Source: an optimization exercise on an open RTL-to-GDS flow (aim: small area). Production flows keep margins and buffers that such runs may drop.
In this exercise RTL edits were held to simulation tests only and were not proved equivalent to the original.
The flow treats the clock pin as an ideal source, which a real chip does not have.
Power and IR drop assume default switching activity.

==> module uart_top, before the edit <==
module uart_top #(parameter clk_freq=1000000, baudrate=9600)
				(input clk,
				input reset,
				input newd,
				input [7:0] din,
				input rx,
				output tx,
				output done_tx,
				output done_rx,
				output [7:0] dout);
	reg [6:0] s;
	reg fb;
	always @* case ({s[6], s[5], s[3], s[1]})
		4'd0: fb = 1'b0;
		4'd1: fb = 1'b1;
		4'd2: fb = 1'b1;
		4'd3: fb = 1'b1;
		4'd4: fb = 1'b0;
		4'd5: fb = 1'b0;
		4'd6: fb = 1'b0;
		4'd7: fb = 1'b1;
		4'd8: fb = 1'b1;
		4'd9: fb = 1'b0;
		4'd10: fb = 1'b0;
		4'd11: fb = 1'b0;
		4'd12: fb = 1'b1;
		4'd13: fb = 1'b1;
		4'd14: fb = 1'b1;
		4'd15: fb = 1'b0;
	endcase
	wire tick = !s[0] & !s[1] & !s[2] & s[4] & s[5];
	always @(posedge clk)
		if (!reset) s <= 7'd34;
		else s <= {s[5:0], fb};
	reg [9:0] sr;
	wire t_rdy = ~|sr[9:1];
	always @(posedge clk)
		if (!reset) sr <= 10'd0;
		else if (tick) sr <= (t_rdy && newd) ? {1'b1, din, 1'b0} : {1'b0, sr[9:1]};
	assign tx = sr[0] | t_rdy;
	assign done_tx = sr[0] & t_rdy;
	reg [3:0] r;
	reg [7:0] d;
	wire r_rdy = !r[3] && r[0];
	wire [3:0] r_nx;
	assign r_nx[0] = r_rdy ? rx : !r[0];
	assign r_nx[1] = r_rdy ? rx : r[1] ^ r[0];
	assign r_nx[2] = !r_rdy & (r[2] ^ (r[1] & r[0]));
	assign r_nx[3] = r_rdy ? !rx : r[3] & !(r[2] & r[1] & r[0]);
	always @(posedge clk) begin
		if (!reset) begin
			r <= 4'd3;
			d <= 8'd0;
		end else if (tick) begin
			r <= r_nx;
			if (r_rdy) d <= 8'd0;
			else if (r[3]) d <= {rx, d[7:1]};
		end
	end
	assign dout = d;
	assign done_rx = !r[3] && r[0] && !r[1];
endmodule
clock: 10.0 ns
lec_check: 0
cap_margin: 20
core_area: 2.3 2.72 59.8 59.84
die_area: 0 0 62 62
place_density: 0.85
slew_margin: 20
standard.sh (not shown) runs the stock make flow with config.mk's settings and CLKGATE_MAP_FILE= SYNTH_SCRIPT=/design/flow/synth_recipe.tcl, a recipe that flattens the netlist after the stock synthesis.
==> flow/flow/run.sh <==
#!/bin/bash
set -euo pipefail
here=$(pwd)
export BUFFER_PORTS_ARGS="-buffer_cell sky130_fd_sc_hd__buf_1"
export PRE_CTS_TCL=$here/flow/pre_cts.tcl
export CTS_ARGS="-clk_nets clk"
export CLKBUF_CELL=${CLKBUF_CELL:-sky130_fd_sc_hd__clkbuf_16}
export CLKBUF_N=${CLKBUF_N:-1}
bash standard.sh > standard.log 2>&1
Other scripts of this flow, unchanged in this note and not shown: flow/flow/clkbuf.tcl, flow/flow/downsize.tcl, flow/flow/pre_cts.tcl
Rerun with:
--- a/flow/design.v
+++ b/flow/design.v
@@ -30,17 +30,27 @@
 	endcase
 	wire tick = !s[0] & !s[1] & !s[2] & s[4] & s[5];
 	always @(posedge clk)
 		if (!reset) s <= 7'd34;
 		else s <= {s[5:0], fb};
-	reg [9:0] sr;
-	wire t_rdy = ~|sr[9:1];
-	always @(posedge clk)
-		if (!reset) sr <= 10'd0;
-		else if (tick) sr <= (t_rdy && newd) ? {1'b1, din, 1'b0} : {1'b0, sr[9:1]};
-	assign tx = sr[0] | t_rdy;
-	assign done_tx = sr[0] & t_rdy;
+	reg [3:0] t;
+	reg [7:0] temp;
+	wire t_rdy = !t[3] && !t[0];
+	wire [3:0] t_nx;
+	assign t_nx[0] = t_rdy ? newd : !t[0];
+	assign t_nx[1] = t_rdy | (t[1] ^ t[0]);
+	assign t_nx[2] = t_rdy | (t[2] ^ (t[1] & t[0]));
+	assign t_nx[3] = !(t_rdy | (t[3] & t[2] & t[1] & t[0]));
+	always @(posedge clk) begin
+		if (!reset) t <= 4'd6;
+		else if (tick) begin
+			t <= t_nx;
+		end
+		if (t_rdy) temp <= din;
+	end
+	assign tx = t[3] ? temp[t[2:0]] : !t[0];
+	assign done_tx = !t[3] && !t[1];
 	reg [3:0] r;
 	reg [7:0] d;
 	wire r_rdy = !r[3] && r[0];
 	wire [3:0] r_nx;
 	assign r_nx[0] = r_rdy ? rx : !r[0];
Result:
- The new run completed with no timing, DRC or antenna violations
- synthesized cell count drops by about 4.4%
- core utilization rose by 0.84 points
- first-iteration DRC count came out lower by 51%
- final area is higher by 2.1%
- via count drops by about 5%
- critical path depth does not change
- wire length is lower by about 1.2%
- total power goes up by about 9%
- fmax came out higher by about 3%
- worst hold slack gains 0.019 ns
- area after synthesis went up by about 2.5%
- die area does not change
- global-route usage grows by 0.82 points

re-timing with driven ports:
In the flow no input, the clock included, has a driving cell. The finished layouts below were timed again as built, in two steps. Step 1 (the two cells are an assumption about what drives the block):
set clk [get_ports {clk}]
set_driving_cell -lib_cell sky130_fd_sc_hd__clkbuf_16 $clk
set_driving_cell -lib_cell sky130_fd_sc_hd__buf_2 [delete_from_list [all_inputs] $clk]
Step 2 also shifts input and output timing later by t, the mid clock arrival at the registers, as if the neighbouring blocks saw the same clock. Slacks: ideal / step 1 / step 2; pairs: ideal / step 1.
| run | t (ns) | setup WS [ns] | clock arrival spread, ns | slew at the worst register clock pin (ns) | pins driven straight from the clock port |
|---|---|---|---|---|---|
| the first run | 0.192 | 6.357 / 6.326 / 6.518 | 0.003 / 0.002 | 0.10 / 0.10 | 1 |
| the second run | 0.193 | 6.458 / 6.430 / 6.623 | 0.005 / 0.005 | 0.11 / 0.11 | 1 |
After both steps every run listed still meets setup and hold.
